What follows belongs to an exercise in optimizing a design on an open flow for small area and a short achievable clock period; a production flow would make more cautious choices. No functional check of the RTL was part of this run.

$ cat flow/design.v
`timescale 1ns/1ns
module ParallelFIR(input wire clk,
                   input wire signed [7:0] x,
                   output reg signed [17:0] y);
  reg [7:0] x1, x2, x3, x4, x5, x6, x7, x8, x9, x10, x11, x12, x13, x14, x15, x16, x17, x18;
  reg p3_0_0, p3_1_0, p3_1_1, p3_2_0, p3_2_1, p3_3_0, p3_3_1, p3_4_0, p3_4_1, p3_5_0, p3_5_1, p3_6_0, p3_6_1, p3_7_0, p3_7_1, p3_8_0, p3_8_1, p3_9_0, p3_9_1, p3_10_0, p3_10_1, p3_11_0, p2_0_0, p2_0_1, p2_1_0, p2_1_1, p2_2_0, p2_2_1, p2_3_0, p2_3_1, p2_4_0, p2_4_1, p2_5_0, p2_5_1, p2_6_0, p2_6_1, p2_7_0, p2_7_1, p2_8_0, p2_8_1, p2_9_0, p2_9_1, p2_10_0, p2_10_1, p2_11_0, p2_11_1, p2_12_0, p2_12_1, p2_13_0, p2_13_1, p2_14_0, p2_14_1, p2_15_0, p2_15_1, p2_16_0, p1_0_0, p1_0_1, p1_1_0, p1_1_1, p1_2_0, p1_2_1, p1_3_0, p1_3_1, p1_4_0, p1_4_1, p1_5_0, p1_5_1, p1_6_0, p1_6_1, p1_7_0, p1_7_1, p1_8_0, p1_8_1, p1_9_0, p1_9_1, p1_10_0, p1_10_1, p1_11_0, p1_11_1, p1_12_0, p1_12_1, p1_13_0, p1_13_1, p1_14_0, p1_14_1, p1_15_0, p1_15_1, p1_16_0, p1_16_1, p1_17_0;
  wire [7:0] xo = {~x[7], x[6:0]};
  wire s1 = 1'b1 ^ x16[2];
  wire c1 = 1'b1 & x16[2];
  wire s2, c2;
  FullAdd u2 (.a(1'b1), .b(x16[3]), .c(x17[2]), .s(s2), .co(c2));
  wire n3 = ~x15[2];
  wire n4 = ~x15[0];
  wire s5 = n3 ^ n4;
  wire c5 = n3 & n4;
  wire s6, c6;
  FullAdd u6 (.a(1'b1), .b(x16[4]), .c(x17[3]), .s(s6), .co(c6));
  wire s7, c7;
  FullAdd u7 (.a(x15[3]), .b(x15[1]), .c(x18[3]), .s(s7), .co(c7));
  wire s8, c8;
  FullAdd u8 (.a(x15[4]), .b(x15[2]), .c(x18[4]), .s(s8), .co(c8));
  wire s9 = x16[5] ^ x17[4];
  wire c9 = x16[5] & x17[4];
  wire s10, c10;
  FullAdd u10 (.a(1'b1), .b(x16[6]), .c(x17[5]), .s(s10), .co(c10));
  wire s11, c11;
  FullAdd u11 (.a(x15[5]), .b(x15[3]), .c(x18[5]), .s(s11), .co(c11));
  wire s12, c12;
  FullAdd u12 (.a(1'b1), .b(x16[7]), .c(x17[6]), .s(s12), .co(c12));
  wire s13, c13;
  FullAdd u13 (.a(x15[6]), .b(x15[4]), .c(x18[6]), .s(s13), .co(c13));
  wire s14, c14;
  FullAdd u14 (.a(x15[7]), .b(x15[5]), .c(x18[7]), .s(s14), .co(c14));
  wire s15 = x16[1] ^ x17[0];
  wire c15 = x16[1] & x17[0];
  wire n16 = ~x17[1];
  wire s17, c17;
  FullAdd u17 (.a(x15[1]), .b(n16), .c(x18[1]), .s(s17), .co(c17));
  wire s18, c18;
  FullAdd u18 (.a(c1), .b(s5), .c(s2), .s(s18), .co(c18));
  wire s19, c19;
  FullAdd u19 (.a(c5), .b(c2), .c(s6), .s(s19), .co(c19));
  wire n20 = ~c7;
  wire s21, c21;
  FullAdd u21 (.a(s9), .b(c6), .c(n20), .s(s21), .co(c21));
  wire n22 = ~c8;
  wire s23, c23;
  FullAdd u23 (.a(c9), .b(n22), .c(s10), .s(s23), .co(c23));
  wire n24 = ~c11;
  wire s25, c25;
  FullAdd u25 (.a(c10), .b(n24), .c(s12), .s(s25), .co(c25));
  wire n26 = ~c13;
  wire s27, c27;
  FullAdd u27 (.a(x17[7]), .b(c12), .c(n26), .s(s27), .co(c27));
  wire n28 = ~x18[0];
  wire s29 = n4 ^ n28;
  wire c29 = n4 & n28;
  wire n30 = ~s17;
  wire s31, c31;
  FullAdd u31 (.a(c15), .b(s1), .c(n30), .s(s31), .co(c31));
  wire n32 = ~s18;
  wire s33, c33;
  FullAdd u33 (.a(x18[2]), .b(c17), .c(n32), .s(s33), .co(c33));
  wire n34 = ~s7;
  wire s35, c35;
  FullAdd u35 (.a(n34), .b(c18), .c(s19), .s(s35), .co(c35));
  wire n36 = ~s8;
  wire s37, c37;
  FullAdd u37 (.a(n36), .b(c19), .c(s21), .s(s37), .co(c37));
  wire n38 = ~s11;
  wire s39, c39;
  FullAdd u39 (.a(n38), .b(c21), .c(s23), .s(s39), .co(c39));
  wire n40 = ~s13;
  wire s41, c41;
  FullAdd u41 (.a(n40), .b(c23), .c(s25), .s(s41), .co(c41));
  wire n42 = ~s14;
  wire s43, c43;
  FullAdd u43 (.a(n42), .b(c25), .c(s27), .s(s43), .co(c43));
  wire n44 = ~c27;
  wire s45, c45;
  FullAdd u45 (.a(x15[6]), .b(c14), .c(n44), .s(s45), .co(c45));
  wire n46 = ~x15[7];
  wire s47 = 1'b1 ^ n46;
  wire c47 = 1'b1 & n46;
  wire s48 = p3_4_1 ^ x10[3];
  wire c48 = p3_4_1 & x10[3];
  wire s49, c49;
  FullAdd u49 (.a(p3_5_0), .b(p3_5_1), .c(x10[4]), .s(s49), .co(c49));
  wire s50 = x11[2] ^ x12[5];
  wire c50 = x11[2] & x12[5];
  wire s51, c51;
  FullAdd u51 (.a(p3_6_0), .b(p3_6_1), .c(x10[5]), .s(s51), .co(c51));
  wire s52, c52;
  FullAdd u52 (.a(x10[0]), .b(x11[3]), .c(x12[6]), .s(s52), .co(c52));
  wire s53, c53;
  FullAdd u53 (.a(x12[4]), .b(x12[2]), .c(x13[4]), .s(s53), .co(c53));
  wire s54 = x13[2] ^ x14[1];
  wire c54 = x13[2] & x14[1];
  wire s55, c55;
  FullAdd u55 (.a(p3_7_0), .b(p3_7_1), .c(x9[0]), .s(s55), .co(c55));
  wire s56, c56;
  FullAdd u56 (.a(x10[6]), .b(x10[1]), .c(x11[4]), .s(s56), .co(c56));
  wire s57, c57;
  FullAdd u57 (.a(x12[7]), .b(x12[5]), .c(x12[3]), .s(s57), .co(c57));
  wire s58, c58;
  FullAdd u58 (.a(x13[5]), .b(x13[3]), .c(x14[2]), .s(s58), .co(c58));
  wire s59, c59;
  FullAdd u59 (.a(x9[7]), .b(x10[3]), .c(x11[1]), .s(s59), .co(c59));
  wire s60, c60;
  FullAdd u60 (.a(p3_8_0), .b(p3_8_1), .c(x9[1]), .s(s60), .co(c60));
  wire s61, c61;
  FullAdd u61 (.a(x10[7]), .b(x10[2]), .c(x11[5]), .s(s61), .co(c61));
  wire s62, c62;
  FullAdd u62 (.a(x12[6]), .b(x12[4]), .c(x13[6]), .s(s62), .co(c62));
  wire s63, c63;
  FullAdd u63 (.a(x10[4]), .b(x11[2]), .c(x12[2]), .s(s63), .co(c63));
  wire s64 = x13[4] ^ x14[3];
  wire c64 = x13[4] & x14[3];
  wire s65, c65;
  FullAdd u65 (.a(p3_9_0), .b(x9[2]), .c(x10[3]), .s(s65), .co(c65));
  wire s66, c66;
  FullAdd u66 (.a(x11[6]), .b(x12[7]), .c(x12[5]), .s(s66), .co(c66));
  wire s67, c67;
  FullAdd u67 (.a(x13[7]), .b(x13[5]), .c(x14[4]), .s(s67), .co(c67));
  wire n68 = ~p3_9_1;
  wire n69 = ~x10[5];
  wire s70 = n68 ^ n69;
  wire c70 = n68 & n69;
  wire s71, c71;
  FullAdd u71 (.a(p3_10_1), .b(x9[3]), .c(x10[4]), .s(s71), .co(c71));
  wire s72, c72;
  FullAdd u72 (.a(x11[7]), .b(x12[6]), .c(x13[6]), .s(s72), .co(c72));
  wire s73, c73;
  FullAdd u73 (.a(p3_3_0), .b(x10[2]), .c(x11[0]), .s(s73), .co(c73));
  wire s74, c74;
  FullAdd u74 (.a(x11[1]), .b(x12[4]), .c(x12[2]), .s(s74), .co(c74));
  wire s75, c75;
  FullAdd u75 (.a(x12[0]), .b(x13[2]), .c(x13[0]), .s(s75), .co(c75));
  wire n76 = ~p3_4_0;
  wire n77 = ~x9[4];
  wire s78 = n76 ^ n77;
  wire c78 = n76 & n77;
  wire s79, c79;
  FullAdd u79 (.a(x12[3]), .b(x12[1]), .c(x13[3]), .s(s79), .co(c79));
  wire s80, c80;
  FullAdd u80 (.a(x9[5]), .b(x10[1]), .c(x14[4]), .s(s80), .co(c80));
  wire s81, c81;
  FullAdd u81 (.a(x13[1]), .b(x14[0]), .c(c48), .s(s81), .co(c81));
  wire s82 = s50 ^ s49;
  wire c82 = s50 & s49;
  wire s83, c83;
  FullAdd u83 (.a(x9[6]), .b(x10[2]), .c(x11[0]), .s(s83), .co(c83));
  wire s84, c84;
  FullAdd u84 (.a(x12[0]), .b(x14[5]), .c(x14[3]), .s(s84), .co(c84));
  wire s85, c85;
  FullAdd u85 (.a(c50), .b(s54), .c(c49), .s(s85), .co(c85));
  wire s86, c86;
  FullAdd u86 (.a(s51), .b(s52), .c(s53), .s(s86), .co(c86));
  wire s87, c87;
  FullAdd u87 (.a(x12[1]), .b(x14[6]), .c(x14[4]), .s(s87), .co(c87));
  wire s88, c88;
  FullAdd u88 (.a(c54), .b(c51), .c(c52), .s(s88), .co(c88));
  wire s89, c89;
  FullAdd u89 (.a(c53), .b(s55), .c(s56), .s(s89), .co(c89));
  wire n90 = ~x15[4];
  wire s91, c91;
  FullAdd u91 (.a(n90), .b(s57), .c(s58), .s(s91), .co(c91));
  wire s92, c92;
  FullAdd u92 (.a(x14[7]), .b(x14[5]), .c(x15[5]), .s(s92), .co(c92));
  wire s93, c93;
  FullAdd u93 (.a(s64), .b(c55), .c(c56), .s(s93), .co(c93));
  wire s94, c94;
  FullAdd u94 (.a(c57), .b(c58), .c(s60), .s(s94), .co(c94));
  wire n95 = ~c59;
  wire s96, c96;
  FullAdd u96 (.a(n95), .b(s61), .c(s62), .s(s96), .co(c96));
  wire s97, c97;
  FullAdd u97 (.a(x11[3]), .b(x12[3]), .c(x14[6]), .s(s97), .co(c97));
  wire s98, c98;
  FullAdd u98 (.a(c64), .b(s70), .c(c60), .s(s98), .co(c98));
  wire s99, c99;
  FullAdd u99 (.a(c61), .b(c62), .c(s65), .s(s99), .co(c99));
  wire n100 = ~s66;
  wire s101, c101;
  FullAdd u101 (.a(x15[6]), .b(c63), .c(n100), .s(s101), .co(c101));
  wire s102, c102;
  FullAdd u102 (.a(p3_10_0), .b(x10[6]), .c(x11[4]), .s(s102), .co(c102));
  wire s103, c103;
  FullAdd u103 (.a(x12[4]), .b(x14[7]), .c(x15[7]), .s(s103), .co(c103));
  wire s104, c104;
  FullAdd u104 (.a(x14[5]), .b(c70), .c(c65), .s(s104), .co(c104));
  wire s105, c105;
  FullAdd u105 (.a(c66), .b(c67), .c(s71), .s(s105), .co(c105));
  wire s106, c106;
  FullAdd u106 (.a(1'b1), .b(p3_11_0), .c(x9[4]), .s(s106), .co(c106));
  wire s107, c107;
  FullAdd u107 (.a(x10[5]), .b(x12[7]), .c(x13[7]), .s(s107), .co(c107));
  wire s108, c108;
  FullAdd u108 (.a(x10[7]), .b(x11[5]), .c(x12[5]), .s(s108), .co(c108));
  wire s109 = x14[6] ^ c71;
  wire c109 = x14[6] & c71;
  wire s110 = 1'b1 ^ x9[5];
  wire c110 = 1'b1 & x9[5];
  wire s111, c111;
  FullAdd u111 (.a(p3_2_0), .b(p3_2_1), .c(x10[1]), .s(s111), .co(c111));
  wire s112, c112;
  FullAdd u112 (.a(x12[3]), .b(x12[1]), .c(x13[1]), .s(s112), .co(c112));
  wire s113, c113;
  FullAdd u113 (.a(p3_3_1), .b(x9[3]), .c(x14[2]), .s(s113), .co(c113));
  wire s114, c114;
  FullAdd u114 (.a(x10[0]), .b(x14[3]), .c(x14[1]), .s(s114), .co(c114));
  wire s115, c115;
  FullAdd u115 (.a(s48), .b(s78), .c(c73), .s(s115), .co(c115));
  wire s116 = s74 ^ s75;
  wire c116 = s74 & s75;
  wire s117, c117;
  FullAdd u117 (.a(c78), .b(c74), .c(c75), .s(s117), .co(c117));
  wire s118, c118;
  FullAdd u118 (.a(x14[2]), .b(x15[2]), .c(s80), .s(s118), .co(c118));
  wire s119, c119;
  FullAdd u119 (.a(s79), .b(s81), .c(s82), .s(s119), .co(c119));
  wire s120, c120;
  FullAdd u120 (.a(x15[3]), .b(c80), .c(s83), .s(s120), .co(c120));
  wire s121, c121;
  FullAdd u121 (.a(c79), .b(c81), .c(c82), .s(s121), .co(c121));
  wire n122 = ~s84;
  wire s123, c123;
  FullAdd u123 (.a(n122), .b(s85), .c(s86), .s(s123), .co(c123));
  wire s124, c124;
  FullAdd u124 (.a(c83), .b(c84), .c(s87), .s(s124), .co(c124));
  wire s125, c125;
  FullAdd u125 (.a(c85), .b(c86), .c(s88), .s(s125), .co(c125));
  wire n126 = ~s59;
  wire s127, c127;
  FullAdd u127 (.a(n126), .b(s89), .c(s91), .s(s127), .co(c127));
  wire s128, c128;
  FullAdd u128 (.a(c87), .b(s92), .c(s63), .s(s128), .co(c128));
  wire s129, c129;
  FullAdd u129 (.a(c88), .b(c89), .c(c91), .s(s129), .co(c129));
  wire s130, c130;
  FullAdd u130 (.a(s93), .b(s94), .c(s96), .s(s130), .co(c130));
  wire s131, c131;
  FullAdd u131 (.a(s67), .b(c93), .c(c94), .s(s131), .co(c131));
  wire s132, c132;
  FullAdd u132 (.a(c96), .b(s98), .c(s99), .s(s132), .co(c132));
  wire s133, c133;
  FullAdd u133 (.a(c92), .b(s97), .c(s101), .s(s133), .co(c133));
  wire s134, c134;
  FullAdd u134 (.a(c97), .b(s102), .c(s103), .s(s134), .co(c134));
  wire s135, c135;
  FullAdd u135 (.a(s72), .b(c98), .c(c99), .s(s135), .co(c135));
  wire n136 = ~c101;
  wire s137, c137;
  FullAdd u137 (.a(s104), .b(s105), .c(n136), .s(s137), .co(c137));
  wire s138, c138;
  FullAdd u138 (.a(c72), .b(s106), .c(s107), .s(s138), .co(c138));
  wire s139, c139;
  FullAdd u139 (.a(c102), .b(c103), .c(s108), .s(s139), .co(c139));
  wire s140, c140;
  FullAdd u140 (.a(s109), .b(c104), .c(c105), .s(s140), .co(c140));
  wire s141, c141;
  FullAdd u141 (.a(x10[6]), .b(x14[7]), .c(s110), .s(s141), .co(c141));
  wire s142, c142;
  FullAdd u142 (.a(x11[6]), .b(x12[6]), .c(c108), .s(s142), .co(c142));
  wire s143, c143;
  FullAdd u143 (.a(c106), .b(c107), .c(c109), .s(s143), .co(c143));
  wire s144, c144;
  FullAdd u144 (.a(1'b1), .b(x9[6]), .c(x10[7]), .s(s144), .co(c144));
  wire n145 = ~x11[7];
  wire n146 = ~x12[7];
  wire s147 = n145 ^ n146;
  wire c147 = n145 & n146;
  wire s148, c148;
  FullAdd u148 (.a(p3_1_0), .b(p3_1_1), .c(x10[0]), .s(s148), .co(c148));
  wire s149, c149;
  FullAdd u149 (.a(x12[2]), .b(x12[0]), .c(x13[0]), .s(s149), .co(c149));
  wire n150 = ~x9[2];
  wire n151 = ~x14[1];
  wire s152 = n150 ^ n151;
  wire c152 = n150 & n151;
  wire s153, c153;
  FullAdd u153 (.a(c111), .b(s112), .c(s73), .s(s153), .co(c153));
  wire s154, c154;
  FullAdd u154 (.a(x14[0]), .b(x15[0]), .c(s113), .s(s154), .co(c154));
  wire s155, c155;
  FullAdd u155 (.a(x15[1]), .b(c113), .c(s114), .s(s155), .co(c155));
  wire s156, c156;
  FullAdd u156 (.a(c112), .b(s116), .c(s115), .s(s156), .co(c156));
  wire s157, c157;
  FullAdd u157 (.a(c116), .b(c115), .c(s117), .s(s157), .co(c157));
  wire n158 = ~s119;
  wire s159, c159;
  FullAdd u159 (.a(c114), .b(s118), .c(n158), .s(s159), .co(c159));
  wire s160, c160;
  FullAdd u160 (.a(c117), .b(c119), .c(s121), .s(s160), .co(c160));
  wire n161 = ~s123;
  wire s162, c162;
  FullAdd u162 (.a(c118), .b(s120), .c(n161), .s(s162), .co(c162));
  wire s163, c163;
  FullAdd u163 (.a(c121), .b(c123), .c(s125), .s(s163), .co(c163));
  wire n164 = ~s127;
  wire s165, c165;
  FullAdd u165 (.a(c120), .b(s124), .c(n164), .s(s165), .co(c165));
  wire s166, c166;
  FullAdd u166 (.a(c125), .b(c127), .c(s129), .s(s166), .co(c166));
  wire n167 = ~s130;
  wire s168, c168;
  FullAdd u168 (.a(c124), .b(s128), .c(n167), .s(s168), .co(c168));
  wire s169, c169;
  FullAdd u169 (.a(c129), .b(c130), .c(s131), .s(s169), .co(c169));
  wire n170 = ~s132;
  wire s171, c171;
  FullAdd u171 (.a(c128), .b(n170), .c(s133), .s(s171), .co(c171));
  wire s172, c172;
  FullAdd u172 (.a(c131), .b(c132), .c(s135), .s(s172), .co(c172));
  wire n173 = ~s137;
  wire s174, c174;
  FullAdd u174 (.a(s134), .b(c133), .c(n173), .s(s174), .co(c174));
  wire s175, c175;
  FullAdd u175 (.a(s138), .b(c135), .c(s140), .s(s175), .co(c175));
  wire n176 = ~c137;
  wire s177, c177;
  FullAdd u177 (.a(c134), .b(s139), .c(n176), .s(s177), .co(c177));
  wire s178, c178;
  FullAdd u178 (.a(s141), .b(c138), .c(s143), .s(s178), .co(c178));
  wire n179 = ~c140;
  wire s180, c180;
  FullAdd u180 (.a(c139), .b(s142), .c(n179), .s(s180), .co(c180));
  wire s181, c181;
  FullAdd u181 (.a(c110), .b(s147), .c(s144), .s(s181), .co(c181));
  wire n182 = ~c142;
  wire s183, c183;
  FullAdd u183 (.a(c141), .b(n182), .c(c143), .s(s183), .co(c183));
  wire s184, c184;
  FullAdd u184 (.a(1'b1), .b(x9[7]), .c(c147), .s(s184), .co(c184));
  wire s185 = 1'b1 ^ p3_0_0;
  wire c185 = 1'b1 & p3_0_0;
  wire n186 = ~x12[1];
  wire s187, c187;
  FullAdd u187 (.a(x9[1]), .b(n186), .c(x14[0]), .s(s187), .co(c187));
  wire s188, c188;
  FullAdd u188 (.a(s152), .b(c148), .c(s149), .s(s188), .co(c188));
  wire s189, c189;
  FullAdd u189 (.a(c152), .b(c149), .c(s153), .s(s189), .co(c189));
  wire n190 = ~c153;
  wire s191, c191;
  FullAdd u191 (.a(n190), .b(c154), .c(s155), .s(s191), .co(c191));
  wire n192 = ~c155;
  wire s193, c193;
  FullAdd u193 (.a(n192), .b(c156), .c(s157), .s(s193), .co(c193));
  wire n194 = ~c159;
  wire s195, c195;
  FullAdd u195 (.a(c157), .b(n194), .c(s160), .s(s195), .co(c195));
  wire n196 = ~c162;
  wire s197, c197;
  FullAdd u197 (.a(c160), .b(s163), .c(n196), .s(s197), .co(c197));
  wire n198 = ~c165;
  wire s199, c199;
  FullAdd u199 (.a(c163), .b(s166), .c(n198), .s(s199), .co(c199));
  wire n200 = ~c168;
  wire s201, c201;
  FullAdd u201 (.a(c166), .b(s169), .c(n200), .s(s201), .co(c201));
  wire n202 = ~c171;
  wire s203, c203;
  FullAdd u203 (.a(c169), .b(s172), .c(n202), .s(s203), .co(c203));
  wire n204 = ~c174;
  wire s205, c205;
  FullAdd u205 (.a(c172), .b(s175), .c(n204), .s(s205), .co(c205));
  wire n206 = ~s180;
  wire s207, c207;
  FullAdd u207 (.a(s178), .b(c175), .c(n206), .s(s207), .co(c207));
  wire s208, c208;
  FullAdd u208 (.a(s181), .b(c178), .c(s183), .s(s208), .co(c208));
  wire s209, c209;
  FullAdd u209 (.a(c144), .b(s184), .c(c181), .s(s209), .co(c209));
  wire s210 = x12[0] ^ s185;
  wire c210 = x12[0] & s185;
  wire n211 = ~s187;
  wire s212, c212;
  FullAdd u212 (.a(c185), .b(s148), .c(n211), .s(s212), .co(c212));
  wire n213 = ~c187;
  wire s214, c214;
  FullAdd u214 (.a(n213), .b(s111), .c(s188), .s(s214), .co(c214));
  wire n215 = ~s154;
  wire s216, c216;
  FullAdd u216 (.a(c188), .b(n215), .c(s189), .s(s216), .co(c216));
  wire n217 = ~s191;
  wire s218, c218;
  FullAdd u218 (.a(c189), .b(s156), .c(n217), .s(s218), .co(c218));
  wire n219 = ~s193;
  wire s220, c220;
  FullAdd u220 (.a(c191), .b(s159), .c(n219), .s(s220), .co(c220));
  wire n221 = ~s162;
  wire s222, c222;
  FullAdd u222 (.a(c193), .b(n221), .c(s195), .s(s222), .co(c222));
  wire n223 = ~s165;
  wire s224, c224;
  FullAdd u224 (.a(n223), .b(c195), .c(s197), .s(s224), .co(c224));
  wire n225 = ~s168;
  wire s226, c226;
  FullAdd u226 (.a(n225), .b(c197), .c(s199), .s(s226), .co(c226));
  wire n227 = ~s171;
  wire s228, c228;
  FullAdd u228 (.a(n227), .b(c199), .c(s201), .s(s228), .co(c228));
  wire n229 = ~s174;
  wire s230, c230;
  FullAdd u230 (.a(n229), .b(c201), .c(s203), .s(s230), .co(c230));
  wire n231 = ~s177;
  wire s232, c232;
  FullAdd u232 (.a(n231), .b(c203), .c(s205), .s(s232), .co(c232));
  wire n233 = ~c177;
  wire s234, c234;
  FullAdd u234 (.a(n233), .b(s207), .c(c205), .s(s234), .co(c234));
  wire n235 = ~c180;
  wire s236, c236;
  FullAdd u236 (.a(n235), .b(s208), .c(c207), .s(s236), .co(c236));
  wire s237, c237;
  FullAdd u237 (.a(s209), .b(c183), .c(c208), .s(s237), .co(c237));
  wire s238 = c184 ^ c209;
  wire c238 = c184 & c209;
  wire s239, c239;
  FullAdd u239 (.a(p2_4_0), .b(p2_4_1), .c(x6[2]), .s(s239), .co(c239));
  wire s240, c240;
  FullAdd u240 (.a(p2_5_0), .b(x5[0]), .c(x6[3]), .s(s240), .co(c240));
  wire s241, c241;
  FullAdd u241 (.a(x6[1]), .b(x7[5]), .c(x7[3]), .s(s241), .co(c241));
  wire s242, c242;
  FullAdd u242 (.a(p2_6_1), .b(x5[1]), .c(x6[4]), .s(s242), .co(c242));
  wire s243, c243;
  FullAdd u243 (.a(x6[2]), .b(x7[6]), .c(x7[4]), .s(s243), .co(c243));
  wire s244, c244;
  FullAdd u244 (.a(x7[2]), .b(x8[3]), .c(x9[5]), .s(s244), .co(c244));
  wire s245, c245;
  FullAdd u245 (.a(p2_6_0), .b(x3[5]), .c(x3[3]), .s(s245), .co(c245));
  wire s246, c246;
  FullAdd u246 (.a(p2_7_0), .b(p2_7_1), .c(x5[2]), .s(s246), .co(c246));
  wire s247, c247;
  FullAdd u247 (.a(x6[5]), .b(x6[3]), .c(x7[7]), .s(s247), .co(c247));
  wire s248, c248;
  FullAdd u248 (.a(x7[5]), .b(x7[3]), .c(x8[4]), .s(s248), .co(c248));
  wire s249, c249;
  FullAdd u249 (.a(x3[6]), .b(x3[4]), .c(x4[4]), .s(s249), .co(c249));
  wire s250, c250;
  FullAdd u250 (.a(x5[6]), .b(x5[4]), .c(x7[1]), .s(s250), .co(c250));
  wire s251, c251;
  FullAdd u251 (.a(p2_8_0), .b(p2_8_1), .c(x5[3]), .s(s251), .co(c251));
  wire s252, c252;
  FullAdd u252 (.a(x6[6]), .b(x6[4]), .c(x7[6]), .s(s252), .co(c252));
  wire s253, c253;
  FullAdd u253 (.a(x7[4]), .b(x8[5]), .c(x9[7]), .s(s253), .co(c253));
  wire s254, c254;
  FullAdd u254 (.a(x3[7]), .b(x3[5]), .c(x4[5]), .s(s254), .co(c254));
  wire s255, c255;
  FullAdd u255 (.a(x5[7]), .b(x5[5]), .c(x7[2]), .s(s255), .co(c255));
  wire s256, c256;
  FullAdd u256 (.a(p2_9_0), .b(p2_9_1), .c(x5[4]), .s(s256), .co(c256));
  wire s257, c257;
  FullAdd u257 (.a(x6[7]), .b(x6[5]), .c(x7[7]), .s(s257), .co(c257));
  wire s258, c258;
  FullAdd u258 (.a(x7[5]), .b(x8[6]), .c(x9[3]), .s(s258), .co(c258));
  wire n259 = ~x3[6];
  wire n260 = ~x4[6];
  wire s261 = n259 ^ n260;
  wire c261 = n259 & n260;
  wire s262, c262;
  FullAdd u262 (.a(p2_10_0), .b(p2_10_1), .c(x5[5]), .s(s262), .co(c262));
  wire s263, c263;
  FullAdd u263 (.a(x6[6]), .b(x7[6]), .c(x8[7]), .s(s263), .co(c263));
  wire s264, c264;
  FullAdd u264 (.a(p2_3_0), .b(p2_3_1), .c(x6[1]), .s(s264), .co(c264));
  wire s265 = x7[3] ^ x7[1];
  wire c265 = x7[3] & x7[1];
  wire s266, c266;
  FullAdd u266 (.a(x6[0]), .b(x7[4]), .c(x7[2]), .s(s266), .co(c266));
  wire s267, c267;
  FullAdd u267 (.a(x7[0]), .b(x8[1]), .c(x9[3]), .s(s267), .co(c267));
  wire s268, c268;
  FullAdd u268 (.a(x3[3]), .b(x3[1]), .c(x4[1]), .s(s268), .co(c268));
  wire s269, c269;
  FullAdd u269 (.a(x7[1]), .b(x8[2]), .c(x9[4]), .s(s269), .co(c269));
  wire s270, c270;
  FullAdd u270 (.a(p2_5_1), .b(x3[4]), .c(x3[2]), .s(s270), .co(c270));
  wire s271, c271;
  FullAdd u271 (.a(x4[2]), .b(x5[4]), .c(x5[2]), .s(s271), .co(c271));
  wire s272 = c239 ^ s240;
  wire c272 = c239 & s240;
  wire s273, c273;
  FullAdd u273 (.a(x4[3]), .b(x5[5]), .c(x5[3]), .s(s273), .co(c273));
  wire s274, c274;
  FullAdd u274 (.a(x7[0]), .b(x8[0]), .c(x9[2]), .s(s274), .co(c274));
  wire s275, c275;
  FullAdd u275 (.a(x9[0]), .b(c240), .c(c241), .s(s275), .co(c275));
  wire s276, c276;
  FullAdd u276 (.a(s242), .b(s243), .c(s244), .s(s276), .co(c276));
  wire s277, c277;
  FullAdd u277 (.a(x9[6]), .b(x9[1]), .c(c242), .s(s277), .co(c277));
  wire s278, c278;
  FullAdd u278 (.a(x8[1]), .b(x9[3]), .c(c245), .s(s278), .co(c278));
  wire s279, c279;
  FullAdd u279 (.a(c243), .b(c244), .c(s246), .s(s279), .co(c279));
  wire n280 = ~s249;
  wire s281, c281;
  FullAdd u281 (.a(s247), .b(s248), .c(n280), .s(s281), .co(c281));
  wire s282, c282;
  FullAdd u282 (.a(x9[2]), .b(c246), .c(c247), .s(s282), .co(c282));
  wire s283, c283;
  FullAdd u283 (.a(x8[2]), .b(x9[4]), .c(c249), .s(s283), .co(c283));
  wire s284, c284;
  FullAdd u284 (.a(c248), .b(s251), .c(s252), .s(s284), .co(c284));
  wire s285, c285;
  FullAdd u285 (.a(c250), .b(s254), .c(s255), .s(s285), .co(c285));
  wire s286, c286;
  FullAdd u286 (.a(x5[6]), .b(x7[3]), .c(x8[3]), .s(s286), .co(c286));
  wire s287, c287;
  FullAdd u287 (.a(s261), .b(c251), .c(c252), .s(s287), .co(c287));
  wire s288, c288;
  FullAdd u288 (.a(x9[5]), .b(c254), .c(c255), .s(s288), .co(c288));
  wire s289, c289;
  FullAdd u289 (.a(c253), .b(s256), .c(s257), .s(s289), .co(c289));
  wire s290, c290;
  FullAdd u290 (.a(x3[7]), .b(x4[7]), .c(x5[7]), .s(s290), .co(c290));
  wire s291, c291;
  FullAdd u291 (.a(x7[4]), .b(x8[4]), .c(x9[6]), .s(s291), .co(c291));
  wire s292, c292;
  FullAdd u292 (.a(x9[4]), .b(c261), .c(c256), .s(s292), .co(c292));
  wire s293, c293;
  FullAdd u293 (.a(c257), .b(c258), .c(s262), .s(s293), .co(c293));
  wire s294, c294;
  FullAdd u294 (.a(p2_11_0), .b(p2_11_1), .c(x5[6]), .s(s294), .co(c294));
  wire s295, c295;
  FullAdd u295 (.a(x6[7]), .b(x7[7]), .c(x9[5]), .s(s295), .co(c295));
  wire s296, c296;
  FullAdd u296 (.a(x7[5]), .b(x8[5]), .c(x9[7]), .s(s296), .co(c296));
  wire s297, c297;
  FullAdd u297 (.a(p2_2_0), .b(p2_2_1), .c(x6[0]), .s(s297), .co(c297));
  wire s298, c298;
  FullAdd u298 (.a(x3[2]), .b(x3[0]), .c(x4[0]), .s(s298), .co(c298));
  wire s299, c299;
  FullAdd u299 (.a(x8[0]), .b(x9[2]), .c(s265), .s(s299), .co(c299));
  wire s300, c300;
  FullAdd u300 (.a(x5[3]), .b(x5[1]), .c(x9[0]), .s(s300), .co(c300));
  wire s301, c301;
  FullAdd u301 (.a(c265), .b(c264), .c(s266), .s(s301), .co(c301));
  wire s302 = s267 ^ s239;
  wire c302 = s267 & s239;
  wire s303, c303;
  FullAdd u303 (.a(c266), .b(c267), .c(s269), .s(s303), .co(c303));
  wire s304, c304;
  FullAdd u304 (.a(x9[1]), .b(c268), .c(s270), .s(s304), .co(c304));
  wire n305 = ~s271;
  wire s306, c306;
  FullAdd u306 (.a(n305), .b(s241), .c(s272), .s(s306), .co(c306));
  wire s307, c307;
  FullAdd u307 (.a(c270), .b(c271), .c(s273), .s(s307), .co(c307));
  wire s308, c308;
  FullAdd u308 (.a(c269), .b(c272), .c(s275), .s(s308), .co(c308));
  wire n309 = ~s276;
  wire s310, c310;
  FullAdd u310 (.a(s274), .b(s245), .c(n309), .s(s310), .co(c310));
  wire s311, c311;
  FullAdd u311 (.a(c273), .b(c274), .c(s250), .s(s311), .co(c311));
  wire s312, c312;
  FullAdd u312 (.a(c275), .b(c276), .c(s277), .s(s312), .co(c312));
  wire n313 = ~s278;
  wire s314, c314;
  FullAdd u314 (.a(n313), .b(s279), .c(s281), .s(s314), .co(c314));
  wire s315, c315;
  FullAdd u315 (.a(s253), .b(c277), .c(c279), .s(s315), .co(c315));
  wire s316, c316;
  FullAdd u316 (.a(c278), .b(s283), .c(s285), .s(s316), .co(c316));
  wire s317, c317;
  FullAdd u317 (.a(s282), .b(s284), .c(c281), .s(s317), .co(c317));
  wire s318, c318;
  FullAdd u318 (.a(s258), .b(c282), .c(c284), .s(s318), .co(c318));
  wire s319, c319;
  FullAdd u319 (.a(s286), .b(c283), .c(c285), .s(s319), .co(c319));
  wire n320 = ~s288;
  wire s321, c321;
  FullAdd u321 (.a(s287), .b(n320), .c(s289), .s(s321), .co(c321));
  wire s322, c322;
  FullAdd u322 (.a(c286), .b(s290), .c(s291), .s(s322), .co(c322));
  wire s323, c323;
  FullAdd u323 (.a(s263), .b(c287), .c(c289), .s(s323), .co(c323));
  wire n324 = ~c288;
  wire s325, c325;
  FullAdd u325 (.a(n324), .b(s292), .c(s293), .s(s325), .co(c325));
  wire s326, c326;
  FullAdd u326 (.a(c262), .b(c263), .c(s294), .s(s326), .co(c326));
  wire s327, c327;
  FullAdd u327 (.a(c290), .b(c291), .c(s296), .s(s327), .co(c327));
  wire s328, c328;
  FullAdd u328 (.a(s295), .b(c292), .c(c293), .s(s328), .co(c328));
  wire s329, c329;
  FullAdd u329 (.a(p2_12_0), .b(p2_12_1), .c(x5[7]), .s(s329), .co(c329));
  wire s330, c330;
  FullAdd u330 (.a(x9[6]), .b(c294), .c(c295), .s(s330), .co(c330));
  wire s331, c331;
  FullAdd u331 (.a(x7[6]), .b(x8[6]), .c(c296), .s(s331), .co(c331));
  wire s332, c332;
  FullAdd u332 (.a(p2_13_0), .b(p2_13_1), .c(x9[7]), .s(s332), .co(c332));
  wire s333, c333;
  FullAdd u333 (.a(p2_1_0), .b(p2_1_1), .c(x7[1]), .s(s333), .co(c333));
  wire s334, c334;
  FullAdd u334 (.a(x7[2]), .b(x7[0]), .c(x9[1]), .s(s334), .co(c334));
  wire n335 = ~x3[1];
  wire n336 = ~x5[1];
  wire s337 = n335 ^ n336;
  wire c337 = n335 & n336;
  wire s338, c338;
  FullAdd u338 (.a(x5[2]), .b(x5[0]), .c(s298), .s(s338), .co(c338));
  wire s339, c339;
  FullAdd u339 (.a(c297), .b(s264), .c(s299), .s(s339), .co(c339));
  wire s340, c340;
  FullAdd u340 (.a(c298), .b(s300), .c(s268), .s(s340), .co(c340));
  wire s341, c341;
  FullAdd u341 (.a(c299), .b(s302), .c(s301), .s(s341), .co(c341));
  wire s342, c342;
  FullAdd u342 (.a(c302), .b(c301), .c(s303), .s(s342), .co(c342));
  wire n343 = ~s306;
  wire s344, c344;
  FullAdd u344 (.a(c300), .b(s304), .c(n343), .s(s344), .co(c344));
  wire s345, c345;
  FullAdd u345 (.a(c303), .b(c306), .c(s308), .s(s345), .co(c345));
  wire s346, c346;
  FullAdd u346 (.a(c304), .b(s307), .c(s310), .s(s346), .co(c346));
  wire s347, c347;
  FullAdd u347 (.a(c307), .b(s311), .c(c310), .s(s347), .co(c347));
  wire s348, c348;
  FullAdd u348 (.a(c308), .b(s312), .c(s314), .s(s348), .co(c348));
  wire s349, c349;
  FullAdd u349 (.a(c312), .b(s315), .c(c314), .s(s349), .co(c349));
  wire n350 = ~s317;
  wire s351, c351;
  FullAdd u351 (.a(c311), .b(s316), .c(n350), .s(s351), .co(c351));
  wire s352, c352;
  FullAdd u352 (.a(c315), .b(c317), .c(s318), .s(s352), .co(c352));
  wire n353 = ~s321;
  wire s354, c354;
  FullAdd u354 (.a(c316), .b(s319), .c(n353), .s(s354), .co(c354));
  wire s355, c355;
  FullAdd u355 (.a(c318), .b(c321), .c(s323), .s(s355), .co(c355));
  wire n356 = ~s325;
  wire s357, c357;
  FullAdd u357 (.a(s322), .b(c319), .c(n356), .s(s357), .co(c357));
  wire s358, c358;
  FullAdd u358 (.a(s326), .b(c323), .c(c325), .s(s358), .co(c358));
  wire n359 = ~s328;
  wire s360, c360;
  FullAdd u360 (.a(c322), .b(s327), .c(n359), .s(s360), .co(c360));
  wire s361, c361;
  FullAdd u361 (.a(s329), .b(c326), .c(s330), .s(s361), .co(c361));
  wire n362 = ~c328;
  wire s363, c363;
  FullAdd u363 (.a(c327), .b(s331), .c(n362), .s(s363), .co(c363));
  wire s364, c364;
  FullAdd u364 (.a(c329), .b(s332), .c(c330), .s(s364), .co(c364));
  wire s365, c365;
  FullAdd u365 (.a(x7[7]), .b(x8[7]), .c(c331), .s(s365), .co(c365));
  wire s366 = p2_14_0 ^ p2_14_1;
  wire c366 = p2_14_0 & p2_14_1;
  wire s367 = x9[0] ^ s333;
  wire c367 = x9[0] & s333;
  wire s368, c368;
  FullAdd u368 (.a(s337), .b(c333), .c(s334), .s(s368), .co(c368));
  wire s369, c369;
  FullAdd u369 (.a(c337), .b(c334), .c(s339), .s(s369), .co(c369));
  wire n370 = ~c339;
  wire s371, c371;
  FullAdd u371 (.a(c338), .b(s340), .c(n370), .s(s371), .co(c371));
  wire n372 = ~c340;
  wire s373, c373;
  FullAdd u373 (.a(n372), .b(c341), .c(s342), .s(s373), .co(c373));
  wire n374 = ~c344;
  wire s375, c375;
  FullAdd u375 (.a(c342), .b(n374), .c(s345), .s(s375), .co(c375));
  wire n376 = ~c345;
  wire s377, c377;
  FullAdd u377 (.a(n376), .b(c346), .c(s347), .s(s377), .co(c377));
  wire n378 = ~c347;
  wire s379, c379;
  FullAdd u379 (.a(n378), .b(c348), .c(s349), .s(s379), .co(c379));
  wire n380 = ~c351;
  wire s381, c381;
  FullAdd u381 (.a(c349), .b(s352), .c(n380), .s(s381), .co(c381));
  wire n382 = ~c354;
  wire s383, c383;
  FullAdd u383 (.a(c352), .b(s355), .c(n382), .s(s383), .co(c383));
  wire n384 = ~c357;
  wire s385, c385;
  FullAdd u385 (.a(c355), .b(s358), .c(n384), .s(s385), .co(c385));
  wire n386 = ~c360;
  wire s387, c387;
  FullAdd u387 (.a(s361), .b(c358), .c(n386), .s(s387), .co(c387));
  wire n388 = ~s365;
  wire s389, c389;
  FullAdd u389 (.a(c361), .b(s364), .c(n388), .s(s389), .co(c389));
  wire s390, c390;
  FullAdd u390 (.a(s366), .b(c332), .c(c364), .s(s390), .co(c390));
  wire s391 = p2_15_0 ^ p2_15_1;
  wire c391 = p2_15_0 & p2_15_1;
  wire s392 = p2_0_0 ^ x7[0];
  wire c392 = p2_0_0 & x7[0];
  wire n393 = ~s367;
  wire s394, c394;
  FullAdd u394 (.a(x3[0]), .b(x5[0]), .c(n393), .s(s394), .co(c394));
  wire s395, c395;
  FullAdd u395 (.a(s297), .b(c367), .c(s368), .s(s395), .co(c395));
  wire n396 = ~s338;
  wire s397, c397;
  FullAdd u397 (.a(c368), .b(n396), .c(s369), .s(s397), .co(c397));
  wire n398 = ~s371;
  wire s399, c399;
  FullAdd u399 (.a(s341), .b(c369), .c(n398), .s(s399), .co(c399));
  wire n400 = ~s373;
  wire s401, c401;
  FullAdd u401 (.a(c371), .b(s344), .c(n400), .s(s401), .co(c401));
  wire n402 = ~s346;
  wire s403, c403;
  FullAdd u403 (.a(c373), .b(n402), .c(s375), .s(s403), .co(c403));
  wire n404 = ~s377;
  wire s405, c405;
  FullAdd u405 (.a(s348), .b(c375), .c(n404), .s(s405), .co(c405));
  wire n406 = ~s379;
  wire s407, c407;
  FullAdd u407 (.a(s351), .b(c377), .c(n406), .s(s407), .co(c407));
  wire n408 = ~s354;
  wire s409, c409;
  FullAdd u409 (.a(n408), .b(c379), .c(s381), .s(s409), .co(c409));
  wire n410 = ~s357;
  wire s411, c411;
  FullAdd u411 (.a(n410), .b(c381), .c(s383), .s(s411), .co(c411));
  wire n412 = ~s360;
  wire s413, c413;
  FullAdd u413 (.a(n412), .b(c383), .c(s385), .s(s413), .co(c413));
  wire n414 = ~s363;
  wire s415, c415;
  FullAdd u415 (.a(n414), .b(c385), .c(s387), .s(s415), .co(c415));
  wire n416 = ~c363;
  wire s417, c417;
  FullAdd u417 (.a(n416), .b(s389), .c(c387), .s(s417), .co(c417));
  wire n418 = ~c365;
  wire s419, c419;
  FullAdd u419 (.a(n418), .b(s390), .c(c389), .s(s419), .co(c419));
  wire s420, c420;
  FullAdd u420 (.a(s391), .b(c366), .c(c390), .s(s420), .co(c420));
  wire s421 = p2_16_0 ^ c391;
  wire c421 = p2_16_0 & c391;
  wire s422 = p1_1_0 ^ x2[0];
  wire c422 = p1_1_0 & x2[0];
  wire s423, c423;
  FullAdd u423 (.a(p1_2_1), .b(x2[1]), .c(x3[2]), .s(s423), .co(c423));
  wire s424, c424;
  FullAdd u424 (.a(p1_3_0), .b(p1_3_1), .c(x2[2]), .s(s424), .co(c424));
  wire s425, c425;
  FullAdd u425 (.a(p1_4_0), .b(p1_4_1), .c(x2[3]), .s(s425), .co(c425));
  wire s426, c426;
  FullAdd u426 (.a(p1_5_0), .b(x2[4]), .c(x3[5]), .s(s426), .co(c426));
  wire s427, c427;
  FullAdd u427 (.a(p1_6_1), .b(x2[5]), .c(x3[6]), .s(s427), .co(c427));
  wire s428, c428;
  FullAdd u428 (.a(p1_7_0), .b(p1_7_1), .c(x2[6]), .s(s428), .co(c428));
  wire s429 = p1_8_0 ^ x2[7];
  wire c429 = p1_8_0 & x2[7];
  wire s430 = x3[1] ^ s422;
  wire c430 = x3[1] & s422;
  wire n431 = ~c422;
  wire s432, c432;
  FullAdd u432 (.a(p1_2_0), .b(x1[1]), .c(n431), .s(s432), .co(c432));
  wire s433, c433;
  FullAdd u433 (.a(x3[3]), .b(c423), .c(s424), .s(s433), .co(c433));
  wire s434, c434;
  FullAdd u434 (.a(x3[4]), .b(c424), .c(s425), .s(s434), .co(c434));
  wire n435 = ~c425;
  wire s436, c436;
  FullAdd u436 (.a(p1_5_1), .b(x1[4]), .c(n435), .s(s436), .co(c436));
  wire n437 = ~c426;
  wire s438, c438;
  FullAdd u438 (.a(p1_6_0), .b(x1[5]), .c(n437), .s(s438), .co(c438));
  wire s439, c439;
  FullAdd u439 (.a(x3[7]), .b(c427), .c(s428), .s(s439), .co(c439));
  wire n440 = ~s429;
  wire s441, c441;
  FullAdd u441 (.a(p1_8_1), .b(x1[7]), .c(n440), .s(s441), .co(c441));
  wire s442 = p1_9_1 ^ c429;
  wire c442 = p1_9_1 & c429;
  wire s443 = p1_0_0 ^ x3[0];
  wire c443 = p1_0_0 & x3[0];
  wire n444 = ~s430;
  wire s445, c445;
  FullAdd u445 (.a(p1_1_1), .b(x1[0]), .c(n444), .s(s445), .co(c445));
  wire n446 = ~s432;
  wire s447, c447;
  FullAdd u447 (.a(s423), .b(c430), .c(n446), .s(s447), .co(c447));
  wire n448 = ~s433;
  wire s449, c449;
  FullAdd u449 (.a(x1[2]), .b(c432), .c(n448), .s(s449), .co(c449));
  wire n450 = ~x1[3];
  wire s451, c451;
  FullAdd u451 (.a(n450), .b(c433), .c(s434), .s(s451), .co(c451));
  wire n452 = ~s436;
  wire s453, c453;
  FullAdd u453 (.a(s426), .b(c434), .c(n452), .s(s453), .co(c453));
  wire n454 = ~s427;
  wire s455, c455;
  FullAdd u455 (.a(n454), .b(c436), .c(s438), .s(s455), .co(c455));
  wire n456 = ~s439;
  wire s457, c457;
  FullAdd u457 (.a(x1[6]), .b(c438), .c(n456), .s(s457), .co(c457));
  wire n458 = ~s441;
  wire s459, c459;
  FullAdd u459 (.a(c428), .b(n458), .c(c439), .s(s459), .co(c459));
  wire n460 = ~s442;
  wire s461, c461;
  FullAdd u461 (.a(p1_9_0), .b(n460), .c(c441), .s(s461), .co(c461));
  wire s462, c462;
  FullAdd u462 (.a(p1_10_0), .b(p1_10_1), .c(c442), .s(s462), .co(c462));
  wire s463 = p1_11_0 ^ p1_11_1;
  wire c463 = p1_11_0 & p1_11_1;
  wire s464 = p1_12_0 ^ p1_12_1;
  wire c464 = p1_12_0 & p1_12_1;
  wire s465 = p1_13_0 ^ p1_13_1;
  wire c465 = p1_13_0 & p1_13_1;
  wire s466 = p1_14_0 ^ p1_14_1;
  wire c466 = p1_14_0 & p1_14_1;
  wire s467 = p1_15_0 ^ p1_15_1;
  wire c467 = p1_15_0 & p1_15_1;
  wire s468 = p1_16_0 ^ p1_16_1;
  wire c468 = p1_16_0 & p1_16_1;
  wire s469 = 1'b1 ^ p1_17_0;
  wire c469 = 1'b1 & p1_17_0;
  wire [17:0] r0 = {c468, c467, c466, c465, c464, c463, c462, ~c461, c459, ~c457, ~c455, c453, c451, ~c449, c447, ~c445, c443, s443};
  wire [17:0] r1 = {s469, s468, s467, s466, s465, s464, s463, s462, ~s461, s459, ~s457, ~s455, s453, s451, ~s449, s447, ~s445, ~p1_0_1};
  always @(posedge clk) begin
    x1 <= xo;
    x2 <= x1;
    x3 <= x2;
    x4 <= x3;
    x5 <= x4;
    x6 <= x5;
    x7 <= x6;
    x8 <= x7;
    x9 <= x8;
    x10 <= x9;
    x11 <= x10;
    x12 <= x11;
    x13 <= x12;
    x14 <= x13;
    x15 <= x14;
    x16 <= x15;
    x17 <= x16;
    x18 <= x17;
    p3_0_0 <= x16[0];
    p3_1_0 <= s29;
    p3_1_1 <= s15;
    p3_2_0 <= c29;
    p3_2_1 <= s31;
    p3_3_0 <= c31;
    p3_3_1 <= s33;
    p3_4_0 <= c33;
    p3_4_1 <= s35;
    p3_5_0 <= c35;
    p3_5_1 <= s37;
    p3_6_0 <= c37;
    p3_6_1 <= s39;
    p3_7_0 <= c39;
    p3_7_1 <= s41;
    p3_8_0 <= c41;
    p3_8_1 <= s43;
    p3_9_0 <= c43;
    p3_9_1 <= s45;
    p3_10_0 <= c45;
    p3_10_1 <= s47;
    p3_11_0 <= c47;
    p2_0_0 <= s210;
    p2_0_1 <= x9[0];
    p2_1_0 <= c210;
    p2_1_1 <= s212;
    p2_2_0 <= c212;
    p2_2_1 <= s214;
    p2_3_0 <= c214;
    p2_3_1 <= s216;
    p2_4_0 <= c216;
    p2_4_1 <= s218;
    p2_5_0 <= c218;
    p2_5_1 <= s220;
    p2_6_0 <= c220;
    p2_6_1 <= s222;
    p2_7_0 <= c222;
    p2_7_1 <= s224;
    p2_8_0 <= c224;
    p2_8_1 <= s226;
    p2_9_0 <= c226;
    p2_9_1 <= s228;
    p2_10_0 <= c228;
    p2_10_1 <= s230;
    p2_11_0 <= c230;
    p2_11_1 <= s232;
    p2_12_0 <= c232;
    p2_12_1 <= s234;
    p2_13_0 <= c234;
    p2_13_1 <= s236;
    p2_14_0 <= c236;
    p2_14_1 <= s237;
    p2_15_0 <= c237;
    p2_15_1 <= s238;
    p2_16_0 <= c238;
    p1_0_0 <= s392;
    p1_0_1 <= p2_0_1;
    p1_1_0 <= c392;
    p1_1_1 <= s394;
    p1_2_0 <= c394;
    p1_2_1 <= s395;
    p1_3_0 <= c395;
    p1_3_1 <= s397;
    p1_4_0 <= c397;
    p1_4_1 <= s399;
    p1_5_0 <= c399;
    p1_5_1 <= s401;
    p1_6_0 <= c401;
    p1_6_1 <= s403;
    p1_7_0 <= c403;
    p1_7_1 <= s405;
    p1_8_0 <= c405;
    p1_8_1 <= s407;
    p1_9_0 <= c407;
    p1_9_1 <= s409;
    p1_10_0 <= c409;
    p1_10_1 <= s411;
    p1_11_0 <= c411;
    p1_11_1 <= s413;
    p1_12_0 <= c413;
    p1_12_1 <= s415;
    p1_13_0 <= c415;
    p1_13_1 <= s417;
    p1_14_0 <= c417;
    p1_14_1 <= s419;
    p1_15_0 <= c419;
    p1_15_1 <= s420;
    p1_16_0 <= c420;
    p1_16_1 <= s421;
    p1_17_0 <= c421;
    y <= r0 + r1;
  end
endmodule
module FullAdd(input wire a, input wire b, input wire c,
               output wire s, output wire co);
  assign s = a ^ b ^ c;
  assign co = (a & b) | (a & c) | (b & c);
endmodule
$ cat flow/flow/run.sh
#!/bin/bash
# The standard layout, with repair_timing asked to keep extra setup margin
# (the SDC and its clock period are unchanged) so that it sizes the design for
# a shorter achieved period.  Each tool's output is in the ORFS logs; make's
# output is in standard.log.
set -e
export SETUP_SLACK_MARGIN=7.5
bash standard.sh > standard.log 2>&1
$ cat flow/standard.sh
#!/bin/bash
# synth_recipe.tcl (not shown) runs the flow's synth.tcl, then flattens the netlist and writes it again
# the make line also repeats each setting of config.mk as NAME=value (left out here)
make -C /OpenROAD-flow-scripts/flow DESIGN_CONFIG=/design/flow/config.mk WORK_HOME=/design/flow/orfs CLKGATE_MAP_FILE= SYNTH_SCRIPT=/design/flow/synth_recipe.tcl "${@:-finish}"
$ cat flow/config.mk
export PLATFORM = sky130hd
export DESIGN_NAME = ParallelFIR
export DESIGN_NICKNAME = ParallelFIR
export VERILOG_FILES = /design/flow/design.v
export SDC_FILE = /design/flow/constraint.sdc
export NUM_CORES = 4
export LEC_CHECK = 0
export CAP_MARGIN = 20
export CORE_MARGIN = 2
export CORE_UTILIZATION = 50
export SLEW_MARGIN = 20
export SYNTH_HIERARCHICAL = 1
export SYNTH_MINIMUM_KEEP_SIZE = 0
$ cat flow/constraint.sdc
create_clock -name core_clock -period 11.0 [get_ports {clk}]
set_input_delay 2.2000 -clock core_clock [delete_from_list [all_inputs] [get_ports {clk}]]
set_output_delay 2.2000 -clock core_clock [all_outputs]
set_load 0.01 [all_outputs]
==> notes.md <==
==> modules after synthesis, one instance, submodules excluded <==
module / cell area (um2) / cells / flops+latches
ParallelFIR: 6860 / 549 / 248
FullAdd: 20.0 / 1 / 0
==> placed cells by master (no fill, tap or decap), drive strengths merged, types with 2 or more instances in the layout <==
cell / count
xor2: 6
nand4: 2
nand3: 5
xnor2: 7
or2: 4
clkinv: 6
a21oi: 12
or3: 2
a211oi: 4
dlygate4sd2: 18
o31ai: 4
o21ai: 6
nor2b: 2
clkbuf: 36
a21o: 2
inv: 137
dfxtp: 248
nor2: 14
nor3: 3
o311ai: 3
a31oi: 2
clkdlybuf4s50: 8
fa: 312
nand2: 10
ha: 55
conb: 7
o21a: 3
==> area by class of cell <==
cell class | count | area (um2) | area share (%)
Sequential cell | 248 | 5040 | 34.2
Inverter | 136 | 510 | 3.47
Clock inverter | 9 | 80.1 | 0.544
Timing Repair Buffer | 26 | 238 | 1.61
Multi-Input combinational cell | 478 | 7660 | 52.1
Clock buffer | 36 | 769 | 5.23
Tap cell | 335 | 419 | 2.85
==> critical path: cells and delay by family, from the launching register on <==
kind	cells	cell delay (ns)
simple gates	3	0.57
xor+xnor	1	0.20
compound gates	1	0.36
buf+inv	2	0.10
fa+ha+maj	4	1.81
flops	1	0.32
==> cell families after synthesis <==
kind of cell	after synthesis
buf+inv	140
simple gates	45
flops	248
xor+xnor	13
other cells	1
fa+ha+maj	367
compound gates	46
==> worst min-delay path by stage <==
stage             end  slack [ns]  depth (start not counted)
4_1_cts        x17[0]        0.34                          0
2_1_floorplan  x17[0]        0.31                          0
3_5_place_dp   x17[0]        0.33                          0
6_report       x17[0]        0.34                          0
5_1_grt        x17[0]        0.35                          0
3_3_place_gp   x17[0]        0.31                          0
==> repair_timing <==
| item | in CTS | in global routing |
|---|---|---|
| cloned | 0 | 0 |
| buffers inserted | 0 | 0 |
| resized for setup | 42 | 40 |
| endpoints found under the setup margin | 40 | 23 |
==> layer usage <==
metal	global-route usage (%)	share of wire [%]	up-vias	routed length [um]
met5	0	0	-	0
met3	3.17	3.9	34	917
met4	4.57	1.8	0	427
met1	27.2	43	3344	10200
li1	-	-	2734	-
met2	30.5	51	82	12000
==> stage by stage <==
step / util [%] / cells
2_1_floorplan: - / 866
3_3_place_gp: 53.2 / 1223
3_5_place_dp: 53.2 / 1223
4_1_cts: 56.5 / 1268
5_1_grt: 56.8 / 1268
6_report: 56.8 / 1268
==> impl_results.md <==
- Status: finished clean
- Leading post-synthesis cells by instance count: fa_1 (312), dfxtp_1 (248), inv_1 (136)
- Final weighted congestion in routability-driven placement: 0.893
- Synthesis-to-layout area growth: 12.5%
- Number of enable flip-flop cells after synthesis: 0
- Placeable core region: 25900 um2
- Worst-case reg-to-reg path depth: 11
- Critical path origin: p1_3_0
- Adder-cell share of the synthesized area: 53.0%
- Overflow after GRT: 0
- Clock root buffer: clkbuf_16
- Share of cell area taken by muxes after synthesis: 0%
- Clock latency at the later pin of the worst-skew pair: 0.53 ns
- Actual slew at the worst max-slew pin: 0.648 ns
- Post-Synth XOR/XNOR Area: 0.870%
- Mean instance size in the synthesized netlist: 15.2 um2
- Count of inserted antenna diode cells: 0
- Final number of max-transition violations: 0
- Critical path's most frequent cell: fa_1
- Via-to-Cell Ratio: 4.88
- Kind of launch point of the worst setup path: register
- Setup repair after global routing missed its margin: yes
- Syn Std Cell Area: 13100 um2
- Clk buf depth: 3
- Largest net degree at the start of global routing: 14
- Post-synthesis async set-or-reset flop share: 0%
- Most area-hungry cell type in the Yosys netlist: fa_1
- Final setup vio count: 0
- Worst-case register-to-register setup slack: 7.55 ns
- First-pass GRT wire length: 40200 um
- Count of distinct cell types in the synthesized netlist: 42
- Register name with the most flops: y
- Count of nets left with antenna violations after detail routing: 0
- Die width: 166 um
- Critical hold path startpoint: x16[0]
- Post-synthesis sequential area ratio: 37.9%
- Post-Route Setup TNS: 0 ns
- Slack of the critical path: 7.55 ns
- Row Count: 59
- Total CTS buffers: 27
- Largest stage delay, worst path: 0.49 ns
- Share of layout cells above drive strength 1: 10.4%
- Count of nets after finishing: 1293
- Number of fillers in the final layout: 2104
- Maximum clock frequency: 290 MHz
- DR iter-0 viols: 259
- TritonCTS clock tree: built
- Die Y-Extent: 166 um
- Final hold violation count: 0
- Worst rel slew slack: 56.8%
- Tcrit/Tclk final: 31.4%
- Setup skew after layout: 0.0114 ns
- Hold_ws: 0.338 ns
- Via count of the first global-routing pass: 7305
- Compound-cell area share of the yosys netlist: 2.49%
- Number of flip-flops under the largest register name: 18
- DRC Markers: 0
- Routed via count: 6194
- Count of input and output buffers: 26
- Most common flop cell mapped by yosys: dfxtp_1
- Hold buffer count at cts: 0
- Die Footprint: 27500 um2
- Starting utilization of the core area: 50.5%
- Post-synthesis simple-gate area fraction: 1.67%
- Final critical path time including I/O delays and setup: 3.45 ns
- Post-route cell area: 14700 um2
- Area share of the largest cell type after synthesis: 47.7%
- Setup crit end: y[15]
- Placed inst area: 13800 um2
- Post-synthesis instance total: 860
- Critical-path maximum fanout: 5
- Number of warnings printed during yosys synthesis: 7
- Top-level port count: 27
- Hold Path Class: register to register
- Max-capacitance violation count: 0
- Number of antenna violations at the first check in global routing: 0
- Worst-path cell with the longest stage delay: fa_1
- Capture point of the worst reg-to-reg path: y[15]
- Reg clk slew, reported paths: 0.06 ns
- Number of sinks handled by clock tree synthesis: 248
- Arr. time, crit path: 3.90 ns
- Nature of the critical path endpoint: register
- Type of the worst setup path: register to register
- Combinational family with the most area after synthesis: adder cells
- Post-detail-place hpwl: 19500 um
- Total Routed Length: 23600 um
- Worst reg2reg path startpoint: p1_3_0
- Average wire per cell in the routed design: 18.6 um
- First-pass iteration count of the detailed router: 4
- Required time of the critical path: 11.45 ns
- Number of H-tree branching levels: 1
- Leading cell type by number of instances after synthesis: fa_1
- Yosys reg bits: 248
- Synth area leaders: fa_1 (48%), dfxtp_1 (38%), ha_1 (5.3%), inv_1 (3.9%), xnor2_1 (0.47%)
- Aggregate global-route resource usage: 18.9%
- Worst-path cell chain: fa_1 -> fa_1 -> inv_1 -> fa_1 -> inv_1 -> ha_2 -> nand3_1 -> nor2_2 -> and4bb_4 -> o41ai_2 -> xor2_1
- Placement-stage worst setup slack: 7.25 ns

-- afterwards: timing with drivers on the ports --
Ports are ideal in the flow. The routed layout listed here was re-timed in OpenROAD. Step 1 (the two cells are an assumption about what drives the block):
set clk [get_ports {clk}]
set_driving_cell -lib_cell sky130_fd_sc_hd__clkbuf_16 $clk
set_driving_cell -lib_cell sky130_fd_sc_hd__buf_2 [delete_from_list [all_inputs] $clk]
Step 2 moves the port delays by t, midway between the first and last clock arrival at a register: inputs arrive t later, outputs are due t later. That takes back most of the time a late clock gives input paths. Slacks: ideal / step 1 / step 2; pairs: ideal / step 1.
shift t [ns]: 0.578
setup slack, ns: 7.548 / 7.548 / 7.548
hold WS [ns]: 0.338 / 0.338 / 0.338
After both steps setup and hold are still met in this run. For this run, drivers alone change the setup slack by 0.000 ns; drivers and shift together by 0.000 ns.
